This design comes from an exercise in tuning for a short achievable clock period and few clock cycles on the open sky130 flow, not from production work. No functional check of the RTL was part of any run shown here. No activity file was given, so power comes from the tool's default toggle rates.

File: flow/config.mk
export PLATFORM = sky130hd
export DESIGN_NAME = CPU
export DESIGN_NICKNAME = CPU
export VERILOG_FILES = /design/flow/design.v
export SDC_FILE = /design/flow/constraint.sdc
export NUM_CORES = 4
export LEC_CHECK = 0
export CAP_MARGIN = 75
export CORE_MARGIN = 2
export CORE_UTILIZATION = 55
export SETUP_SLACK_MARGIN = 5
export SLEW_MARGIN = 75
File: flow/constraint.sdc
create_clock -name core_clock -period 13.0 [get_ports {clk}]
set_input_delay 2.6000 -clock core_clock [delete_from_list [all_inputs] [get_ports {clk}]]
set_output_delay 2.6000 -clock core_clock [all_outputs]
set_load 0.01 [all_outputs]
File: flow/design.v
`timescale 1ns / 1ps
`timescale 1ns / 1ps
module ALU_DEC(
  input [5:0] oper,  
  input CFi,
  output b_en, notb, cin,
  output c_xor, c_and, c_or, c_nor, c_sum, c_shl, c_shr, arth, rotate,
  output ALU_en
  );
  wire A2 = oper[5], A1 = oper[4], A0 = oper[3], G1 = oper[2], G0 = oper[1], F = oper[0];
  wire xa = A2 & ~A1 & ~A0;
  wire sh = ~A2 & ~A1 & A0;
  wire on = A2 & ~A1 & A0;
  assign b_en = A2;
  assign notb = A1 & A0;
  assign c_xor = ~F & xa;
  assign c_and = F & xa;
  assign c_or = ~F & on;
  assign c_nor = F & on;
  assign c_sum = A1;
  assign c_shl = ~F & sh;
  assign c_shr = F & sh;
  assign arth = sh & ~G1 & G0;
  assign rotate = sh & G1 & ~G0;
  assign cin = notb ^ (CFi & ((F & A1 & ~A0) | (sh & G1 & G0)));
  assign ALU_en = A2 | A1 | A0;
endmodule
module ALU(
  input [15:0] Ai, nb,  
  input cin, notb,
  input c_xor, c_and, c_or, c_nor, c_sum, c_shl, c_shr, arth, rotate,
  input wb,
  output [15:0] Qo,
  output CF, ZF, SF, VF, HCF
  );
  wire [16:0] s = {1'b0, Ai} + {1'b0, nb} + {16'h0, cin};
  wire [15:0] x = nb ^ Ai;
  wire [16:0] ca = {s[16], s[15:1] ^ x[15:1], cin};
  wire [16:0] c = c_sum ? ca : c_shl ? {Ai, cin} : {16'h0, cin};
  wire sar = arth & (wb ? Ai[7] : Ai[15]);
  wire rot = rotate & ((wb ? c[8] : c[16]) | (Ai[0] & c_shr));
  wire sr = (sar | rot) & c_shr;
  wire [15:0] rin = {sr & ~wb, Ai[15:9], Ai[8] | (sr & wb), Ai[7:1]};
  wire [15:0] q = ({16{c_xor}} & x) | ({16{c_sum}} & s[15:0]) |
                  ({16{c_and}} & (nb & Ai)) | ({16{c_or}} & (nb | Ai)) |
                  ({16{c_nor}} & ~(nb | Ai)) | ({16{c_shl}} & c[15:0]) |
                  ({16{c_shr}} & rin);
  assign Qo = {q[15:1], q[0] | (rot & c_shl)};
  assign CF = (notb ^ (wb ? c[8] : c[16])) | (Ai[0] & c_shr);
  wire lo_zero = ~|Qo[7:0];
  wire hi_zero = ~|Qo[15:8];
  assign ZF = wb ? lo_zero : (lo_zero & hi_zero);
  assign SF = wb ? Qo[7] : Qo[15];
  assign VF = wb ? (c[8] ^ c[7]) : (c[16] ^ c[15]);
  assign HCF = c[4];
endmodule
`timescale 1ns / 1ps
module REGU(
  input clk, rst,
  input exec,                      
  input [15:0] bus_q, alu_Q, mem_data,
  input [15:0] pc_next,
  input [2:0] idst,
  input twb,
  input titr_dst, tgpr_dst, tss_dst, tds_dst, tcs_dst,
  input ALU_en, awb,
  input mem_wr,                    
  input [2:0] rsel_a,
  input [1:0] rsel_b,
  input [2:0] isrc,
  input titr_src, tgpr_src, imm_src, tss_src, tds_src, tcs_src,
  input [15:0] imm_value,
  output [15:0] out_A, out_B, main_bus,
  output [15:0] PC, V2, ACC,
  output reg [7:0] CS, DS, SS
  );
  reg [7:0] lo_ITR [7:0];
  reg [7:0] hi_ITR [7:0];
  reg [7:0] lo_GPR [7:0];
  reg [7:0] hi_GPR [7:0];
  integer i;
  always @(posedge clk or posedge rst) begin
    if (rst) begin
      for (i = 0; i < 8; i = i + 1) begin
        lo_ITR[i] <= 8'h00; hi_ITR[i] <= 8'h00;
        lo_GPR[i] <= 8'h00; hi_GPR[i] <= 8'h00;
      end
      CS <= 8'hff;
      DS <= 8'hff;
      SS <= 8'hff;
    end
    else begin
      if (exec) begin
        {hi_ITR[7], lo_ITR[7]} <= pc_next;
        if (titr_dst) begin
          if (idst != 3'h7) begin
            lo_ITR[idst] <= bus_q[7:0];
            if (!twb) hi_ITR[idst] <= bus_q[15:8];
          end
        end
        else if (tgpr_dst) begin
          lo_GPR[idst] <= bus_q[7:0];
          if (!twb) hi_GPR[idst] <= bus_q[15:8];
        end
        else begin
          if (tss_dst) SS <= bus_q[7:0];
          if (tds_dst) DS <= bus_q[7:0];
          if (tcs_dst) CS <= bus_q[7:0];
        end
        if (ALU_en) begin
          lo_ITR[3] <= alu_Q[7:0];
          if (!awb) hi_ITR[3] <= alu_Q[15:8];
        end
      end
      if (mem_wr) begin
        lo_ITR[2] <= mem_data[7:0];
        if (!awb) hi_ITR[2] <= mem_data[15:8];
      end
    end
  end
  assign main_bus = ({16{titr_src}} & { hi_ITR[isrc], lo_ITR[isrc] }) |
                    ({16{tgpr_src}} & { hi_GPR[isrc], lo_GPR[isrc] }) |
                    ({16{imm_src}}  & imm_value) |
                    ({16{tss_src}}  & { 8'h00, SS }) |
                    ({16{tds_src}}  & { 8'h00, DS }) |
                    ({16{tcs_src}}  & { 8'h00, CS });
  assign out_A = { hi_ITR[rsel_a], lo_ITR[rsel_a] };
  assign out_B = { hi_ITR[rsel_b], lo_ITR[rsel_b] };
  assign PC = {hi_ITR[7], lo_ITR[7]};
  assign V2 = {hi_ITR[2], lo_ITR[2]};
  assign ACC = {hi_ITR[3], lo_ITR[3]};
endmodule
`timescale 1ns / 1ps
module DEC(
  input [15:0] IRH, IRL,
  input [4:0] flags,
  output ctrlo, aluo, poso, immo,
  output [4:0] pcpos,
  output [2:0] isrc, idst,
  output twb,
  output tgpr_dst, titr_dst, tss_dst, tds_dst, tcs_dst,
  output tgpr_src, titr_src, tss_src, tds_src, tcs_src,
  output [15:0] imm_value,
  output [5:0] alu_opc,
  output [2:0] iscra,
  output [1:0] iscrb,
  output awb,
  output new_carry_flag,
  output pc_write, cs_write,
  output branch
  );
  wire poso1 = ~IRH[15] & ~IRH[14];
  assign ctrlo = ~IRH[15] & IRH[14];
  assign poso = poso1 | (ctrlo & ~IRL[0]);
  assign immo = IRH[15] | (ctrlo & IRL[0]);
  assign aluo = IRH[15] | poso1;
  wire [3:0] ir_flags = IRH[7:4];
  wire hc_temp  = flags[0] & (~ir_flags[3]) & (~ir_flags[2]) & (~ir_flags[1]);
  wire c_temp   = flags[4] & (~ir_flags[3]) & ir_flags[1];
  wire z_temp1  = flags[3] & (~ir_flags[3]) & ir_flags[2];
  wire s_temp   = flags[2] & ir_flags[3]    & (~ir_flags[2]) & (~ir_flags[1]);
  wire v_temp   = flags[1] & ir_flags[3]    & (~ir_flags[2]) & ir_flags[1];
  wire ls_temp  = (flags[1] ^ flags[2])     & ir_flags[3]    & ir_flags[2];
  wire z_temp2  = flags[3] & ir_flags[3]    & ir_flags[2]    & ir_flags[1];
  wire branch_signal = ir_flags[0] ^ (hc_temp | c_temp | z_temp1 | v_temp |
                                      s_temp | ls_temp | z_temp2);
  assign branch = branch_signal;
  assign pcpos = ((branch_signal | (~IRH[13])) & poso) ? IRH[12:8] : 5'h0;
  wire bit_D = IRH[3];
  wire bit_18 = IRH[2];
  wire bit_14 = IRL[14];
  assign twb = IRL[10];
  wire pstr_oper = poso, imm_oper = immo;
  assign isrc = bit_D ? {IRH[1:0], IRL[15]} : IRL[13:11];
  assign idst = bit_D ? IRL[13:11] : {IRH[1:0], IRL[15]};
  assign tgpr_src = ({pstr_oper, bit_D, bit_14} == 3'b100);
  assign titr_src = ({pstr_oper, bit_D, bit_18} == 3'b111 ||
                     {pstr_oper, bit_D, bit_14} == 3'b101);
  assign tcs_src  = ({pstr_oper, bit_D, bit_18, IRH[1:0], IRL[15]} == 6'b110100);
  assign tds_src  = ({pstr_oper, bit_D, bit_18, IRH[1:0], IRL[15]} == 6'b110010);
  assign tss_src  = ({pstr_oper, bit_D, bit_18, IRH[1:0], IRL[15]} == 6'b110001);
  assign tgpr_dst = ({pstr_oper, imm_oper, bit_14} == 3'b010 ||
                     {pstr_oper, bit_D, bit_14}    == 3'b110);
  assign titr_dst = ({pstr_oper, imm_oper, bit_14} == 3'b011 ||
                     {pstr_oper, bit_D, bit_14}    == 3'b111 ||
                     {pstr_oper, bit_D, bit_18}    == 3'b101);
  assign tcs_dst  = ({pstr_oper, imm_oper, IRH[1], twb} == 4'b0111 ||
                     {pstr_oper, bit_D, bit_18, IRH[1]} == 4'b1001);
  assign tds_dst  = ({pstr_oper, imm_oper, IRH[1], twb} == 4'b0111 ||
                     {pstr_oper, bit_D, bit_18, IRH[0]} == 4'b1001);
  assign tss_dst  = ({pstr_oper, imm_oper, IRH[1], twb} == 4'b0111 ||
                     {pstr_oper, bit_D, bit_18, IRL[15]} == 4'b1001);
  assign imm_value = {twb ? 8'h00 : {IRH[6:0], IRL[15]},
                      aluo ? IRH[14] : IRL[5], IRH[13:7]};
  assign alu_opc = aluo ? {IRL[8:6], IRL[2:0]} : 6'h0;
  assign iscra = IRL[5:3];
  assign iscrb = IRL[2:1];
  assign awb = IRL[9];
  assign new_carry_flag = IRL[4] ? IRL[3] : flags[4] ^ IRL[3];
  assign pc_write = titr_dst && idst == 3'h7;
  assign cs_write = !titr_dst && !tgpr_dst && tcs_dst;
endmodule
module CPU(
  input clk, rst, ready,
  input [15:0] data_in,
  output reg load, store,
  output reg code_seg, data_seg, stack_seg,
  output alu_wb,
  output [23:0] addr_out,
  output [15:0] data_out
  );
  reg [15:0] IR [1:0];  
  reg [4:0] flags;  
  reg st_H, st_L, st_M, st_B;  
  reg xe;  
  reg [23:0] addr_r;
  reg [15:0] dout;
  reg wb_out;
  reg [15:0] opA, opNB, npc;
  reg [23:0] nxa;  
  reg q_notb, q_cin, q_xor, q_and, q_or, q_nor, q_sum, q_shl, q_shr, q_arth, q_rot, q_alu_en;
  wire [15:0] rd_A, rd_B, bus_q, alu_Qo, PC, V2, ACC;
  wire [7:0] CS, DS, SS;
  wire ctrlo, aluo, poso, immo, twb, awb, new_carry_flag;
  wire tgpr_dst, titr_dst, tss_dst, tds_dst, tcs_dst;
  wire tgpr_src, titr_src, tss_src, tds_src, tcs_src;
  wire [4:0] pcpos;
  wire [2:0] isrc, idst, iscra;
  wire [1:0] iscrb;
  wire [15:0] imm_value;
  wire [5:0] alu_opc_x;
  wire pc_write, cs_write, dec_x_branch;
  DEC dec_x(IR[1], IR[0], flags,
    ctrlo, aluo, poso, immo, pcpos, isrc, idst, twb,
    tgpr_dst, titr_dst, tss_dst, tds_dst, tcs_dst,
    tgpr_src, titr_src, tss_src, tds_src, tcs_src,
    imm_value, alu_opc_x, iscra, iscrb, awb, new_carry_flag,
    pc_write, cs_write, dec_x_branch);
  wire n_ctrlo, n_aluo, n_poso, n_immo, n_twb, n_awb, n_ncf;
  wire n_tgpr_dst, n_titr_dst, n_tss_dst, n_tds_dst, n_tcs_dst;
  wire n_tgpr_src, n_titr_src, n_tss_src, n_tds_src, n_tcs_src;
  wire [4:0] n_pcpos;
  wire [2:0] n_isrc, n_idst, n_iscra;
  wire [1:0] n_iscrb;
  wire [15:0] n_imm_value;
  wire [5:0] n_alu_opc;
  wire n_pc_write, n_cs_write, n_branch;
  DEC dec_n(IR[1], data_in, flags,
    n_ctrlo, n_aluo, n_poso, n_immo, n_pcpos, n_isrc, n_idst, n_twb,
    n_tgpr_dst, n_titr_dst, n_tss_dst, n_tds_dst, n_tcs_dst,
    n_tgpr_src, n_titr_src, n_tss_src, n_tds_src, n_tcs_src,
    n_imm_value, n_alu_opc, n_iscra, n_iscrb, n_awb, n_ncf,
    n_pc_write, n_cs_write, n_branch);
  wire n_b_en, n_notb, n_cin, n_xor, n_and, n_or, n_nor, n_sum, n_shl, n_shr, n_arth, n_rot, n_alu_en;
  ALU_DEC alu_dec(n_alu_opc, flags[4],
    n_b_en, n_notb, n_cin, n_xor, n_and, n_or, n_nor, n_sum, n_shl, n_shr, n_arth, n_rot,
    n_alu_en);
  wire CF, ZF, SF, VF, HCF;
  ALU alu(
    opA, opNB, q_cin, q_notb,
    q_xor, q_and, q_or, q_nor, q_sum, q_shl, q_shr, q_arth, q_rot,
    awb,
    alu_Qo,
    CF, ZF, SF, VF, HCF
  );
  wire [15:0] pc_next = pc_write ? {twb ? PC[15:8] : bus_q[15:8], bus_q[7:0]} : npc;
  wire [7:0] cs_next = cs_write ? bus_q[7:0] : CS;
  wire mem_wr = st_M & ready & ~IR[0][7];
  REGU regu(
    clk, rst, xe,
    bus_q, alu_Qo, data_in,
    pc_next,
    idst, twb,
    titr_dst, tgpr_dst, tss_dst, tds_dst, tcs_dst,
    q_alu_en, awb,
    mem_wr,
    n_iscra, n_iscrb,
    isrc,
    titr_src, tgpr_src, immo, tss_src, tds_src, tcs_src,
    imm_value,
    rd_A, rd_B, bus_q,
    PC, V2, ACC,
    CS, DS, SS
  );
  wire [15:0] pc_seq = PC + 16'h4;
  wire [15:0] pc_br = PC + {{10{IR[1][12]}}, IR[1][11:8], 2'b00} + 16'h4;
  wire br_ok = ~IR[1][15] & (dec_x_branch | ~IR[1][13]) & (|IR[1][12:8]);
  wire n_br = br_ok & ~(IR[1][14] & data_in[0]);
  wire [15:0] pc_pred = n_br ? pc_br : pc_seq;
  wire n_mem = IR[1][15:14] == 2'b01 && data_in[8];
  wire n_bub = n_pc_write | n_cs_write;
  wire [23:0] a_L = n_mem ? {data_in[6] ? SS : DS, ACC} : {CS, pc_pred};
  wire [23:0] a_nx = xe ? {cs_next, pc_next} : nxa;
  wire [23:0] a_rdy = st_L ? a_L :
                      st_H ? (load ? {addr_r[23:16], addr_r[15:0] + 16'h2} : addr_r) :
                      st_M ? a_nx : addr_r;
  wire [23:0] a_next = ready ? a_rdy : (st_B ? a_nx : addr_r);
  always @(posedge clk or posedge rst) begin
    if (rst) begin
      IR[1] <= 16'h0; IR[0] <= 16'h0;
      st_H <= 1'b1; st_L <= 1'b0; st_M <= 1'b0; st_B <= 1'b0;
      xe <= 1'b0;
      load <= 1'b0;
      store <= 1'b0;
      code_seg <= 1'b1; data_seg <= 1'b0; stack_seg <= 1'b0;
      addr_r <= 24'hff0000;
      dout <= 16'h0; wb_out <= 1'b0;
      opA <= 16'h0; opNB <= 16'h0; npc <= 16'h0; nxa <= 24'h0;
      q_notb <= 1'b0; q_cin <= 1'b0; q_xor <= 1'b0; q_and <= 1'b0; q_or <= 1'b0;
      q_nor <= 1'b0; q_sum <= 1'b0; q_shl <= 1'b0; q_shr <= 1'b0; q_arth <= 1'b0;
      q_rot <= 1'b0; q_alu_en <= 1'b0;
    end
    else begin
      xe <= 1'b0;
      addr_r <= a_next;
      if (xe) nxa <= {cs_next, pc_next};
      if (st_H) begin
        if (ready && load) begin
          IR[1] <= data_in;
          st_H <= 1'b0; st_L <= 1'b1;
        end
        else load <= 1'b1;
      end
      if (st_L) begin
        IR[0] <= data_in;
        opA <= rd_A;
        opNB <= ({16{n_b_en}} & rd_B) ^ {16{n_notb}};
        q_notb <= n_notb; q_cin <= n_cin; q_xor <= n_xor; q_and <= n_and; q_or <= n_or;
        q_nor <= n_nor; q_sum <= n_sum; q_shl <= n_shl; q_shr <= n_shr; q_arth <= n_arth;
        q_rot <= n_rot; q_alu_en <= n_alu_en;
        npc <= pc_pred;
        dout <= V2;
        if (n_mem) wb_out <= data_in[9];
      end
      if (st_L && ready) begin
        st_L <= 1'b0;
        xe <= 1'b1;
        if (n_mem) begin
          st_M <= 1'b1;
          load <= ~data_in[7];
          store <= data_in[7];
          code_seg <= 1'b0;
          data_seg <= ~data_in[6];
          stack_seg <= data_in[6];
        end
        else if (n_bub) begin
          st_B <= 1'b1;
          load <= 1'b0;
        end
        else st_H <= 1'b1;
      end
      if ((st_M & ready) | st_B) begin
        st_M <= 1'b0; st_B <= 1'b0; st_H <= 1'b1;
        load <= 1'b1; store <= 1'b0;
        code_seg <= 1'b1; data_seg <= 1'b0; stack_seg <= 1'b0;
      end
    end
  end
  always @(posedge clk or posedge rst) begin
    if (rst) begin
      flags <= 5'b00000;
    end
    else if (xe) begin
      if (q_alu_en) begin
        flags <= {CF, ZF, SF, VF, HCF};
      end
      else if (ctrlo) begin
        flags[4] <= new_carry_flag;
      end
    end
  end
  assign alu_wb = wb_out;
  assign addr_out = addr_r;
  assign data_out = dout;
endmodule
File: flow/flow/run.sh
#!/bin/bash
# Own layout flow: the standard flow, with two changes to how cells are
# chosen after synthesis:
#  - every input and output port is buffered with sky130_fd_sc_hd__buf_4
#    (the standard flow lets the resizer pick the port buffer, and it picks a
#    delay cell, clkdlybuf4s50_1);
#  - the delay cells (clkdlybuf4s*, dlygate*, dlymetal*) are kept out of the
#    resizer's buffering, so long wires are not repaired with delay cells.
# Synthesis is the standard synthesis, run unchanged.
set -euo pipefail
bash standard.sh synth > flow_synth.log 2>&1
export DONT_USE_CELLS="sky130_fd_sc_hd__clkdlybuf4s15_1 sky130_fd_sc_hd__clkdlybuf4s15_2 sky130_fd_sc_hd__clkdlybuf4s18_1 sky130_fd_sc_hd__clkdlybuf4s18_2 sky130_fd_sc_hd__clkdlybuf4s25_1 sky130_fd_sc_hd__clkdlybuf4s25_2 sky130_fd_sc_hd__clkdlybuf4s50_1 sky130_fd_sc_hd__clkdlybuf4s50_2 sky130_fd_sc_hd__dlygate4sd1_1 sky130_fd_sc_hd__dlygate4sd2_1 sky130_fd_sc_hd__dlygate4sd3_1 sky130_fd_sc_hd__dlymetal6s2s_1 sky130_fd_sc_hd__dlymetal6s4s_1 sky130_fd_sc_hd__dlymetal6s6s_1"
export BUFFER_PORTS_ARGS="-buffer_cell sky130_fd_sc_hd__buf_4"
bash standard.sh > flow_layout.log 2>&1
File: flow/standard.sh
#!/bin/bash
# synth_recipe.tcl (not shown) runs the flow's synth.tcl, then flattens the netlist and writes it again
# the make line also repeats each setting of config.mk as NAME=value (left out here)
make -C /OpenROAD-flow-scripts/flow DESIGN_CONFIG=/design/flow/config.mk WORK_HOME=/design/flow/orfs CLKGATE_MAP_FILE= SYNTH_SCRIPT=/design/flow/synth_recipe.tcl "${@:-finish}"
==> results list, run 1 <==
- Synthesis-to-finish area growth: 17.2%
- The final layout contains routed wiring with a total length of around 95000 um.
- STA classifies the critical path startpoint as a primary input.
- Predominant post-synthesis flop cell: sky130_fd_sc_hd__dfrtp_1
- Entering global routing, the biggest net connects 50 pins.
- Vias after detailed routing: around 23000
- The final count of hold timing violations is 0.
- The slowest stage of the critical path belongs to the cell sky130_fd_sc_hd__and2_4.
- Row Count: roughly 80
* Highest-count cells in the layout ignoring fill and taps: sky130_fd_sc_hd__dfrtp_1 (367), sky130_fd_sc_hd__nand2_1 (288), sky130_fd_sc_hd__nor2_1 (216), sky130_fd_sc_hd__o21ai_0 (207), sky130_fd_sc_hd__a21oi_1 (200)
- Most common cell after layout, fill and taps aside: sky130_fd_sc_hd__dfrtp_1
- Cell at the root of the clock tree: sky130_fd_sc_hd__clkbuf_16
- The critical path starts at data_in[0].
- The kind of cell with the highest combined delay along the critical path is compound AO/OA/AOI/OAI gates.
* Routed len/inst: 28.0 um
* Achievable frequency: approximately 250 MHz
* Die footprint: 48900 um2
- Maximum clock insertion buffer count: 3
- Wire segments on met2 add up to between 40000 and 50000 um in the final route.
- Following the worst setup path forward leads to its endpoint at addr_r[8].
- Final Net Count: 2816
- Worst-case register-to-register setup slack: 9.04 ns
* CTS tree: built
- Number of ports placed on the die boundary: 65
- For the worst setup path, the data required time is around 14 ns.
* Setup repair after global routing missed its margin: false
- Counting flops with a built-in enable in the synthesized netlist gives 0.
* Number of buffers created by CTS: 49
- Clk sink count: 448
- The worst setup path is of the primary input to register kind.
* Max-cap violations: 0
* Initial detailed-routing violation count: 2808
* Clock latency on the worst-skew pair: 0.62 ns
- Total Neg Setup Slack: 0 ns
- Number of warning messages in the yosys log: 8
- Total met3 wirelength after detailed routing: about 9000 um
* H-tree lvl count: 2
- Traced cell by cell, the critical path runs through buf_4, a21oi_1, o21ai_1, a31oi_4, and2_4, mux2i_1, a211oi_1, o32a_1.
- The worst register-to-register path ends at addr_r[11].
- In this run the remaining antenna-violating nets after routing total 0.
- DRC violation count after routing: 0
* Cell area after synthesis: 25900 um2
* Pwr Density: 307 nW/um2
- Slew @ Worst Pin: 0.397 ns
- In the synthesized netlist the async set-or-reset flop fraction comes to 100%.
- Together, buffers and inverters on the worst path number 1.
- Yosys mapped the design onto 96 distinct sky130hd cell types.
* Number of cells on the worst reg-to-reg path: 13
* Number of inserted diodes: 0
- Worst vdd ir: 162 uV
* Critical path capture point type: register
- Number of detailed-route iterations in the first pass: 8
- Clock skew on the completed layout was measured at 0.0147 ns.
- The min-delay analysis places its worst path in the category register to register.
- Wire length on met1: roughly 40000 um
- Global routing used 38.5% of the available tracks across all layers.
* Power, Total: 9.34 mW
* Gpl congestion: 0.950
* Longest individual stage delay on the worst path: about 0.37 ns
- The initial antenna violation count is 0.
- Drt via density: 6.71
* Topmost layer with routed signal wires: met4
* Utilization after layout: about two thirds
- Cell count after synthesis: 2707
- Port buffering added 64 buffers.
* Wire length of the first global-routing pass: 143000 um
* Number of cells after detailed placement: 3281
* Maximum fanout count along the critical path: 17
- After layout, the worst path uses between 30% and 40% of the clock period.
- The smallest clock period supported by the final layout is computed as roughly 4 ns.
- Excluding fillers, the count of instances in the completed layout stands at 3383.
* Syn Area/Cell: roughly 9.6 um2
- The startpoint identified for the worst register-to-register timing path is IR[1][3].
- Total of endpoints with negative setup slack in the final report: 0
- Number of gates resized after cts: 0
- The share of the Yosys chip area taken by registers is 43.4%.
- Total grt overflow: 0
* DP Wirelength: 69300 um
- CP Data Arrival Time: 4.52 ns
- For this design, the CTS-stage hold fixing added 0 buffers.
* # fillers: 3832
- Max Transition Viols Final: 0
- After clock tree synthesis, the setup repair step added 0 buffers.
* Relative max-transition margin: 73.0%
- The initial utilization of the core area, before any placement, comes to 55.7%.
* Ratio of cells with drive above 1 in the final layout: 25.6%
- Via count of the first global-routing pass: 21900
* Leakage power total: 12.9 nW
- The flow ran to the end and the layout has no timing, DRC or antenna violations.
- After floorplanning, the core was sized to cover 46600 um2.
- The number of nets in the synthesized netlist is 2788.
* Flip-flop and latch count after synthesis: 448
- Height of the die: ~220 um
- Instance count on the critical path: 8
- Clock-pin transition on the worst setup and hold timing paths: 0.06 ns
- Die Width: 221 um
-- tightest hold or removal path: stages, from the launching register on --
cell and delay (ns):
sky130_fd_sc_hd__dfstp_2 0.37, sky130_fd_sc_hd__nand2_1 0.05, sky130_fd_sc_hd__nand2_1 0.04
-- stage by stage --
step | worst slack, ns | area, um2 | hold slack (ns)
6_report | 8.98 | 30400 | 0.458
5_1_grt | 8.90 | 30400 | 0.483
4_1_cts | 9.00 | 30100 | 0.464
3_5_place_dp | 8.37 | 28400 | 0.455
3_3_place_gp | 7.39 | 26700 | 0.450
2_1_floorplan | 4.37 | 25900 | 0.439
-- layer usage --
metal  up-vias  global-route usage (%)
met3       264                    7.71
met2      1213                    57.2
met4         0                    19.9
met5         -                       0
met1     11300                    53.6
li1       9953                       -
-- where the power goes --
| part | switching (mW) | total (mW) | internal [mW] |
|---|---|---|---|
| Sequential | 0.817 | 2.83 | 2.01 |
| Combinational | 3.02 | 5.02 | 1.99 |
| Clock | 0.611 | 1.49 | 0.882 |
| Total | 4.45 | 9.34 | 4.88 |
-- worst min-delay path by stage --
| stage | startpoint | to | slack, ns | cells past startpoint |
|---|---|---|---|---|
| final | code_seg | code_seg | 0.46 | 2 |
| after global routing | code_seg | code_seg | 0.48 | 2 |
| after CTS | code_seg | code_seg | 0.46 | 2 |
| after detailed placement | code_seg | code_seg | 0.46 | 2 |
| after global placement | code_seg | code_seg | 0.45 | 2 |
| after floorplan | nxa[7] | nxa[7] | 0.44 | 2 |
-- cells by family after synthesis --
family / Yosys count / share of synthesized area, %
multiplexers: 289 / 13.8
XOR/XNOR: 56 / 1.89
buffers and inverters: 286 / 4.44
AO/OA/AOI/OAI: 811 / 20.5
AND/OR/NAND/NOR: 755 / 12.8
flip-flops: 448 / 43.4
adder cells (fa/ha/maj): 62 / 3.08
-- cells in the mapped netlist (21+ instances only) --
library cell	number	area (um2)
sky130_fd_sc_hd__dfrtp_1	414	10400
sky130_fd_sc_hd__nand2_1	307	1150
sky130_fd_sc_hd__nor2_1	237	890
sky130_fd_sc_hd__o21ai_0	224	1120
sky130_fd_sc_hd__a21oi_1	210	1050
sky130_fd_sc_hd__mux2_2	165	1860
sky130_fd_sc_hd__clkbuf_1	161	604
sky130_fd_sc_hd__mux2i_1	83	831
sky130_fd_sc_hd__inv_1	76	285
sky130_fd_sc_hd__ha_1	59	738
sky130_fd_sc_hd__nand3_1	53	265
sky130_fd_sc_hd__mux4_2	36	811
sky130_fd_sc_hd__xnor2_1	36	315
sky130_fd_sc_hd__dfstp_2	34	893
sky130_fd_sc_hd__a221oi_1	32	280
sky130_fd_sc_hd__nor3_1	29	145
sky130_fd_sc_hd__a31oi_1	27	169
sky130_fd_sc_hd__a211oi_1	26	195
sky130_fd_sc_hd__a22oi_1	24	180
sky130_fd_sc_hd__buf_2	23	115
sky130_fd_sc_hd__o211ai_1	23	173
sky130_fd_sc_hd__o22ai_1	23	144
sky130_fd_sc_hd__a21o_1	22	165
sky130_fd_sc_hd__and2_1	21	131
-- area by class of cell --
class	count	area (um2)	share of cell area [%]
multi-input combinational	1973	14500	47.8
sequential	448	11300	37.3
timing repair buffer	185	1760	5.79
clock buffer	71	1420	4.67
tap	607	759	2.50
inverter	78	299	0.984
clock inverter	21	288	0.947
-- flip-flops by register name, indices dropped and copies added (netlist names), 24 cells and up --
name and flops:
nxa 24, regu.lo_GPR 64, regu.hi_GPR 64, regu.lo_ITR 64, IR 28, regu.hi_ITR 64
addr_r 24
==> run 2, diff against run 1 <==
--- a/flow/design.v
+++ b/flow/design.v
@@ -68,9 +68,7 @@
   input [2:0] rsel_a,
   input [1:0] rsel_b,
   input [2:0] isrc,
-  input titr_src, tgpr_src, imm_src, tss_src, tds_src, tcs_src,
-  input [15:0] imm_value,
-  output [15:0] out_A, out_B, main_bus,
+  output [15:0] out_A, out_B, out_itr, out_gpr,
   output [15:0] PC, V2, ACC,
   output reg [7:0] CS, DS, SS
   );
@@ -118,12 +116,8 @@
       end
     end
   end
-  assign main_bus = ({16{titr_src}} & { hi_ITR[isrc], lo_ITR[isrc] }) |
-                    ({16{tgpr_src}} & { hi_GPR[isrc], lo_GPR[isrc] }) |
-                    ({16{imm_src}}  & imm_value) |
-                    ({16{tss_src}}  & { 8'h00, SS }) |
-                    ({16{tds_src}}  & { 8'h00, DS }) |
-                    ({16{tcs_src}}  & { 8'h00, CS });
+  assign out_itr = { hi_ITR[isrc], lo_ITR[isrc] };
+  assign out_gpr = { hi_GPR[isrc], lo_GPR[isrc] };
   assign out_A = { hi_ITR[rsel_a], lo_ITR[rsel_a] };
   assign out_B = { hi_ITR[rsel_b], lo_ITR[rsel_b] };
   assign PC = {hi_ITR[7], lo_ITR[7]};
@@ -146,8 +140,7 @@
   output [1:0] iscrb,
   output awb,
   output new_carry_flag,
-  output pc_write, cs_write,
-  output branch
+  output pc_write, cs_write
   );
   wire poso1 = ~IRH[15] & ~IRH[14];
   assign ctrlo = ~IRH[15] & IRH[14];
@@ -164,7 +157,6 @@
   wire z_temp2  = flags[3] & ir_flags[3]    & ir_flags[2]    & ir_flags[1];
   wire branch_signal = ir_flags[0] ^ (hc_temp | c_temp | z_temp1 | v_temp |
                                       s_temp | ls_temp | z_temp2);
-  assign branch = branch_signal;
   assign pcpos = ((branch_signal | (~IRH[13])) & poso) ? IRH[12:8] : 5'h0;
   wire bit_D = IRH[3];
   wire bit_18 = IRH[2];
@@ -216,10 +208,11 @@
   reg [23:0] addr_r;
   reg [15:0] dout;
   reg wb_out;
-  reg [15:0] opA, opNB, npc;
-  reg [23:0] nxa;  
+  reg [15:0] opA, opNB, itr_q, gpr_q, imm_q, npc;
+  reg [7:0] seg_q;
+  reg titr_src_q, tgpr_src_q;
   reg q_notb, q_cin, q_xor, q_and, q_or, q_nor, q_sum, q_shl, q_shr, q_arth, q_rot, q_alu_en;
-  wire [15:0] rd_A, rd_B, bus_q, alu_Qo, PC, V2, ACC;
+  wire [15:0] rd_A, rd_B, rd_itr, rd_gpr, alu_Qo, PC, V2, ACC;
   wire [7:0] CS, DS, SS;
   wire ctrlo, aluo, poso, immo, twb, awb, new_carry_flag;
   wire tgpr_dst, titr_dst, tss_dst, tds_dst, tcs_dst;
@@ -229,13 +222,13 @@
   wire [1:0] iscrb;
   wire [15:0] imm_value;
   wire [5:0] alu_opc_x;
-  wire pc_write, cs_write, dec_x_branch;
+  wire pc_write, cs_write;
   DEC dec_x(IR[1], IR[0], flags,
     ctrlo, aluo, poso, immo, pcpos, isrc, idst, twb,
     tgpr_dst, titr_dst, tss_dst, tds_dst, tcs_dst,
     tgpr_src, titr_src, tss_src, tds_src, tcs_src,
     imm_value, alu_opc_x, iscra, iscrb, awb, new_carry_flag,
-    pc_write, cs_write, dec_x_branch);
+    pc_write, cs_write);
   wire n_ctrlo, n_aluo, n_poso, n_immo, n_twb, n_awb, n_ncf;
   wire n_tgpr_dst, n_titr_dst, n_tss_dst, n_tds_dst, n_tcs_dst;
   wire n_tgpr_src, n_titr_src, n_tss_src, n_tds_src, n_tcs_src;
@@ -244,13 +237,13 @@
   wire [1:0] n_iscrb;
   wire [15:0] n_imm_value;
   wire [5:0] n_alu_opc;
-  wire n_pc_write, n_cs_write, n_branch;
+  wire n_pc_write, n_cs_write;
   DEC dec_n(IR[1], data_in, flags,
     n_ctrlo, n_aluo, n_poso, n_immo, n_pcpos, n_isrc, n_idst, n_twb,
     n_tgpr_dst, n_titr_dst, n_tss_dst, n_tds_dst, n_tcs_dst,
     n_tgpr_src, n_titr_src, n_tss_src, n_tds_src, n_tcs_src,
     n_imm_value, n_alu_opc, n_iscra, n_iscrb, n_awb, n_ncf,
-    n_pc_write, n_cs_write, n_branch);
+    n_pc_write, n_cs_write);
   wire n_b_en, n_notb, n_cin, n_xor, n_and, n_or, n_nor, n_sum, n_shl, n_shr, n_arth, n_rot, n_alu_en;
   ALU_DEC alu_dec(n_alu_opc, flags[4],
     n_b_en, n_notb, n_cin, n_xor, n_and, n_or, n_nor, n_sum, n_shl, n_shr, n_arth, n_rot,
@@ -263,6 +256,8 @@
     alu_Qo,
     CF, ZF, SF, VF, HCF
   );
+  wire [15:0] bus_q = ({16{titr_src_q}} & itr_q) | ({16{tgpr_src_q}} & gpr_q) |
+                      imm_q | {8'h00, seg_q};
   wire [15:0] pc_next = pc_write ? {twb ? PC[15:8] : bus_q[15:8], bus_q[7:0]} : npc;
   wire [7:0] cs_next = cs_write ? bus_q[7:0] : CS;
   wire mem_wr = st_M & ready & ~IR[0][7];
@@ -275,26 +270,16 @@
     q_alu_en, awb,
     mem_wr,
     n_iscra, n_iscrb,
-    isrc,
-    titr_src, tgpr_src, immo, tss_src, tds_src, tcs_src,
-    imm_value,
-    rd_A, rd_B, bus_q,
+    n_isrc,
+    rd_A, rd_B, rd_itr, rd_gpr,
     PC, V2, ACC,
     CS, DS, SS
   );
   wire [15:0] pc_seq = PC + 16'h4;
   wire [15:0] pc_br = PC + {{10{IR[1][12]}}, IR[1][11:8], 2'b00} + 16'h4;
-  wire br_ok = ~IR[1][15] & (dec_x_branch | ~IR[1][13]) & (|IR[1][12:8]);
-  wire n_br = br_ok & ~(IR[1][14] & data_in[0]);
-  wire [15:0] pc_pred = n_br ? pc_br : pc_seq;
+  wire [15:0] pc_pred = |n_pcpos ? pc_br : pc_seq;
   wire n_mem = IR[1][15:14] == 2'b01 && data_in[8];
   wire n_bub = n_pc_write | n_cs_write;
-  wire [23:0] a_L = n_mem ? {data_in[6] ? SS : DS, ACC} : {CS, pc_pred};
-  wire [23:0] a_nx = xe ? {cs_next, pc_next} : nxa;
-  wire [23:0] a_rdy = st_L ? a_L :
-                      st_H ? (load ? {addr_r[23:16], addr_r[15:0] + 16'h2} : addr_r) :
-                      st_M ? a_nx : addr_r;
-  wire [23:0] a_next = ready ? a_rdy : (st_B ? a_nx : addr_r);
   always @(posedge clk or posedge rst) begin
     if (rst) begin
       IR[1] <= 16'h0; IR[0] <= 16'h0;
@@ -305,19 +290,20 @@
       code_seg <= 1'b1; data_seg <= 1'b0; stack_seg <= 1'b0;
       addr_r <= 24'hff0000;
       dout <= 16'h0; wb_out <= 1'b0;
-      opA <= 16'h0; opNB <= 16'h0; npc <= 16'h0; nxa <= 24'h0;
+      opA <= 16'h0; opNB <= 16'h0; itr_q <= 16'h0; gpr_q <= 16'h0; imm_q <= 16'h0;
+      npc <= 16'h0; seg_q <= 8'h0;
+      titr_src_q <= 1'b0; tgpr_src_q <= 1'b0;
       q_notb <= 1'b0; q_cin <= 1'b0; q_xor <= 1'b0; q_and <= 1'b0; q_or <= 1'b0;
       q_nor <= 1'b0; q_sum <= 1'b0; q_shl <= 1'b0; q_shr <= 1'b0; q_arth <= 1'b0;
       q_rot <= 1'b0; q_alu_en <= 1'b0;
     end
     else begin
       xe <= 1'b0;
-      addr_r <= a_next;
-      if (xe) nxa <= {cs_next, pc_next};
       if (st_H) begin
         if (ready && load) begin
           IR[1] <= data_in;
           st_H <= 1'b0; st_L <= 1'b1;
+          addr_r[15:0] <= addr_r[15:0] + 16'h2;
         end
         else load <= 1'b1;
       end
@@ -325,6 +311,12 @@
         IR[0] <= data_in;
         opA <= rd_A;
         opNB <= ({16{n_b_en}} & rd_B) ^ {16{n_notb}};
+        itr_q <= rd_itr;
+        gpr_q <= rd_gpr;
+        titr_src_q <= n_titr_src;
+        tgpr_src_q <= n_tgpr_src;
+        imm_q <= {16{n_immo}} & n_imm_value;
+        seg_q <= ({8{n_tss_src}} & SS) | ({8{n_tds_src}} & DS) | ({8{n_tcs_src}} & CS);
         q_notb <= n_notb; q_cin <= n_cin; q_xor <= n_xor; q_and <= n_and; q_or <= n_or;
         q_nor <= n_nor; q_sum <= n_sum; q_shl <= n_shl; q_shr <= n_shr; q_arth <= n_arth;
         q_rot <= n_rot; q_alu_en <= n_alu_en;
@@ -342,17 +334,22 @@
           code_seg <= 1'b0;
           data_seg <= ~data_in[6];
           stack_seg <= data_in[6];
+          addr_r <= {data_in[6] ? SS : DS, ACC};
         end
-        else if (n_bub) begin
-          st_B <= 1'b1;
-          load <= 1'b0;
+        else begin
+          if (n_bub) begin
+            st_B <= 1'b1;
+            load <= 1'b0;
+          end
+          else st_H <= 1'b1;
+          addr_r <= {CS, pc_pred};
         end
-        else st_H <= 1'b1;
       end
       if ((st_M & ready) | st_B) begin
         st_M <= 1'b0; st_B <= 1'b0; st_H <= 1'b1;
         load <= 1'b1; store <= 1'b0;
         code_seg <= 1'b1; data_seg <= 1'b0; stack_seg <= 1'b0;
+        addr_r <= {cs_next, pc_next};
       end
     end
   end
==> flow/run.sh (new file) <==
#!/bin/bash
# synth_recipe.tcl (not shown) runs the flow's synth.tcl, then flattens the netlist and writes it again
# the make line also repeats each setting of config.mk as NAME=value (left out here)
make -C /OpenROAD-flow-scripts/flow DESIGN_CONFIG=/design/flow/config.mk WORK_HOME=/design/flow/orfs CLKGATE_MAP_FILE= SYNTH_SCRIPT=/design/flow/synth_recipe.tcl finish
==> flow/config.mk (replaced) <==
export PLATFORM = sky130hd
export DESIGN_NAME = CPU
export DESIGN_NICKNAME = CPU
export VERILOG_FILES = /design/flow/design.v
export SDC_FILE = /design/flow/constraint.sdc
export NUM_CORES = 4
export LEC_CHECK = 0
export CAP_MARGIN = 20
export CORE_MARGIN = 2
export CORE_UTILIZATION = 40
export SLEW_MARGIN = 20
removed: flow/flow/run.sh
removed: flow/standard.sh
==> run 2 against run 1 <==
Compared with the run above:
- clock skew increased by 0.016 ns
- critical path depth increased by 1
- power decreased by 6.8%
- setup slack got worse by 1.7 ns
- register-to-register slack got worse by 0.29 ns
- synthesized cell count increased by 10%
- sequential cell count increased by 33
- global-route usage decreased by 11 points
- hold slack improved by 0.011 ns
- routed wire length decreased by 1.6%
==> results list, run 2 <==
- The worst clock skew on the final layout is 0.0305 ns (+0.0158 ns).
- The final setup TNS was 0 ns (unchanged).
- Highest-count cells in the layout ignoring fill and taps: sky130_fd_sc_hd__dfrtp_1 (446), sky130_fd_sc_hd__nor2_1 (414), sky130_fd_sc_hd__nand2_1 (366), sky130_fd_sc_hd__a21oi_1 (315), sky130_fd_sc_hd__o21ai_0 (284)
- The ratio of routed vias to standard cells came to 6.02 (-10%).
* Number of inserted diodes: 0 (unchanged)
- The detail-routed net length per standard cell was 24.2 um (-14%).
* Row Count: 94 (+19%)
- The area of the placeable core came to 65500 um2 (+41%).
* Relative max-transition margin: 27.2% (-46 points)
* Vias after detailed routing: 23200 (+2.2%)
- Synthesis-to-finish area growth: 12.9%
- CTS Hold Buffers Added: 0 (unchanged)
- Final wirelength: 93300 um (-1.6%)
- The sum of internal, switching and leakage power is 8.70 mW (-6.8%).
* Post-synth net total: 3064 (+9.9%)
* Number of warning messages in the yosys log: 8 (unchanged)
- Gpl congestion: 0.984 (+3.6%)
* Met1 Track Usage GR: 38.2% (-15 points)
* Height of the die: 261 um (+18%)
- The share of async-settable or async-resettable flops after synthesis came to 100% (unchanged).
* Cell area after synthesis: 26300 um2 (+1.5%)
* CP Data Arrival Time: 6.16 ns (+1.64 ns)
* Syn Area/Cell: 8.82 um2 (-7.9%)
* Clock latency on the worst-skew pair: 0.63 ns (about the same)
* Number of gates resized after cts: 0 (unchanged)
- H-tree lvl count: 2 (unchanged)
* Number of detailed-route iterations in the first pass: 6 (-2)
* Total track usage: 27.4% (-11 points)
- Number of buffers created by CTS: 54 (+10%)
- Maximum clock insertion buffer count: 3 (unchanged)
- Cell types with the largest area share after synthesis: sky130_fd_sc_hd__dfrtp_1 (42%), sky130_fd_sc_hd__a21oi_1 (6.1%), sky130_fd_sc_hd__nor2_1 (5.9%), sky130_fd_sc_hd__o21ai_0 (5.4%), sky130_fd_sc_hd__nand2_1 (5.2%)
- Maximum number of pins on one net before global-route repair: 134 (+170%)
* Achievable frequency: 175 MHz (-30%)
* Critical path capture point type: register
* Pwr Density: 293 nW/um2 (-4.7%)
- Leaving out fill and tap cells, the most frequent cell in the layout is sky130_fd_sc_hd__dfrtp_1.
- GRT met2 Usage: 41.2% (-16 points)
- The number of nets in the final layout came to 3027 (+7.5%).
- Min-Delay Path Class: register to register
* Cell count after synthesis: 2983 (+10%)
- Number of antenna violations at the first check in global routing: 1 (+1)
* Post-CTS setup-driven buffer insertion count: 0 (unchanged)
- TritonCTS built the clock tree.
- The portion of the post-synthesis area used by sequential elements is 45.9% (+2.5 points).
- Die Width: 261 um (+18%)
- Wire length of the first global-routing pass: 141000 um (-0.95%)
* Min Tclk post-route: 5.72 ns (+1.70 ns)
- Met3 layer usage reported by global route: 4.68% (-3.0 points)
- The flip-flop and latch count after synthesis was 481 (+7.4%).
* Final number of hold-violating endpoints: 0 (unchanged)
- The final period utilization was 44.0% (+13 points).
- Total grt overflow: 0 (unchanged)
- Synth cell count leaders: sky130_fd_sc_hd__dfrtp_1 (447), sky130_fd_sc_hd__nor2_1 (417), sky130_fd_sc_hd__nand2_1 (366)
- The area share of the largest cell type after synthesis came to 42.5% (+2.5 points).
- The maximum fanout encountered on the critical timing path came to 46 (+29).
- The worst supply voltage drop on vdd is 129 uV (-20%).
- The effective utilization at floorplan is 40.2% (-16 points).
- The number of maximum-capacitance constraint violations is 0 (unchanged).
- EDFF count, synth: 0 (unchanged)
- The register clock-pin slew on the reported worst setup and hold paths was 0.06 ns (about the same).
- Antenna-violating nets left: 0 (unchanged)
- STA classifies the critical path startpoint as a primary input.
- Setup repair after global routing missed its margin: false
* Total of endpoints with negative setup slack in the final report: 0 (unchanged)
- DP Wirelength: 65300 um (-5.9%)
- Critical Path RT: 13.44 ns (-0.06 ns)
- The port buffer count was 64 (unchanged).
* Setup CP Type: primary input to register
* Leakage power total: 12.4 nW (-3.3%)
- Synth cell types: 81 (-16%)
* Worst slack on hold paths: 0.469 ns (+0.0109 ns)
* GRT Max-Usage Layer: met2
- Result of the run: finished clean
- The transition at the pin with the smallest max-transition slack came to 1.09 ns (+0.692 ns).
- Most frequent cell after synthesis: sky130_fd_sc_hd__dfrtp_1
* Initial detailed-routing violation count: 2794 (-0.50%)
- Predominant post-synthesis flop cell: sky130_fd_sc_hd__dfrtp_1
* Number of ports placed on the die boundary: 65 (unchanged)
* Biggest area consumer among synthesized cells: sky130_fd_sc_hd__dfrtp_1
* Ratio of cells with drive above 1 in the final layout: 11.2% (-14 points)
- Cell at the root of the clock tree: sky130_fd_sc_hd__clkbuf_16
- Clk sink count: 481 (+7.4%)
* Max Transition Viols Final: 0 (unchanged)
- The die area was 67900 um2 (+39%).
- The DRC violation count after routing was 0 (unchanged).
- The number of global-route vias before repair came to 22100 (+1.1%).
run 2: worst max-delay path, cell delays in order:
cell and delay [ns]:
sky130_fd_sc_hd__clkdlybuf4s50_1 0.65, sky130_fd_sc_hd__mux2i_4 0.23, sky130_fd_sc_hd__buf_4 0.48, sky130_fd_sc_hd__buf_4 0.56, sky130_fd_sc_hd__and2_1 0.37, sky130_fd_sc_hd__nand2_1 0.48, sky130_fd_sc_hd__buf_4 0.42, sky130_fd_sc_hd__o221ai_1 0.21
sky130_fd_sc_hd__o21ai_0 0.12
run 2: area by class of cell:
type	count	area [um2]
Clock inverter	24	299
Fill cell	6271	35800
Inverter	106	402
Clock buffer	78	1600
Timing Repair Buffer	131	1170
Multi-Input combinational cell	2172	13100
Sequential cell	481	12100
Tap cell	864	1080
run 2: stage by stage:
step,cells,util (%),worst slack [ns],instance area (um2)
floorplan,2983,-,3.91,26300
global placement,3752,42.4,6.89,27800
detailed placement,3752,42.4,6.75,27800
CTS,3854,45.3,7.40,29700
global route,3856,45.4,7.16,29700
finish,3856,45.4,7.28,29700
run 2: kinds of logic (layout without fill, tap and decap cells):
family                     count (synthesis)  count (layout)  synth area share [%]
AOI/OAI and AO/OA                        955             955                  22.2
xor gates and xnor gates                  56              56                  1.86
adders and majority gates                 62              62                  3.03
buffers and inverters                    330             339                  4.96
DFF                                      481             481                  45.9
muxes                                    147             147                  7.06
and+or+nand+nor                          952             952                  15.0
run 2: worst paths after layout:
check	startpoint	slack [ns]	end	cells past startpoint
setup / recovery	data_in[15]	7.28	gpr_q[9]	9
hold / removal	code_seg	0.47	code_seg	2
setup reg to reg	IR[1][3]	8.75	gpr_q[9]	8
hold reg to reg	code_seg	0.47	code_seg	2
max in group asynchronous	rst	8.59	q_shr	4
min in group asynchronous	rst	2.37	regu.hi_GPR[3][1]	2
run 2: per-layer routing:
layer | share of wire, % | routed length [um]
met5 | 0.017 | 16
met1 | 42 | 39600
met4 | 5.3 | 4930
met2 | 44 | 41200
met3 | 8.1 | 7520
run 2: where the power goes:
part	leakage, nW	internal, mW	switching (mW)	total [mW]
sequential	6.01	2.19	0.839	3.03
combinational	5.48	1.55	2.49	4.04
clock	0.942	0.975	0.653	1.63

==> port drivers added, routing unchanged <==
In the flow no input, the clock included, has a driving cell. The finished layouts below were timed again as built, in two steps.
Step 1 (the two cells are an assumption about what drives the block):
set clk [get_ports {clk}]
set_driving_cell -lib_cell sky130_fd_sc_hd__clkbuf_16 $clk
set_driving_cell -lib_cell sky130_fd_sc_hd__buf_2 [delete_from_list [all_inputs] $clk]
Step 2 adds t to the input delays and takes it off the output delays; t is the mean of the earliest and latest rising clock arrival at the registers after step 1. Input paths then give back, and output paths get back, about the clock's delay inside the block.
Three values: no drivers, after step 1, after step 2; two values: the first two.
run	t, ns	slack for setup (ns)	hold WS [ns]	worst setup path after step 2	pins driven straight from the clock port
run 1	0.669	8.977 / 8.992 / 8.323	0.458 / 0.458 / 0.458	input to register	1
run 2	0.678	7.280 / 7.301 / 6.623	0.469 / 0.469 / 0.469	input to register	1
After both steps setup and hold are still met in every run listed. The setup slack of run 2, which loses most, moves by +0.021 ns with the drivers and by -0.657 ns with both steps.
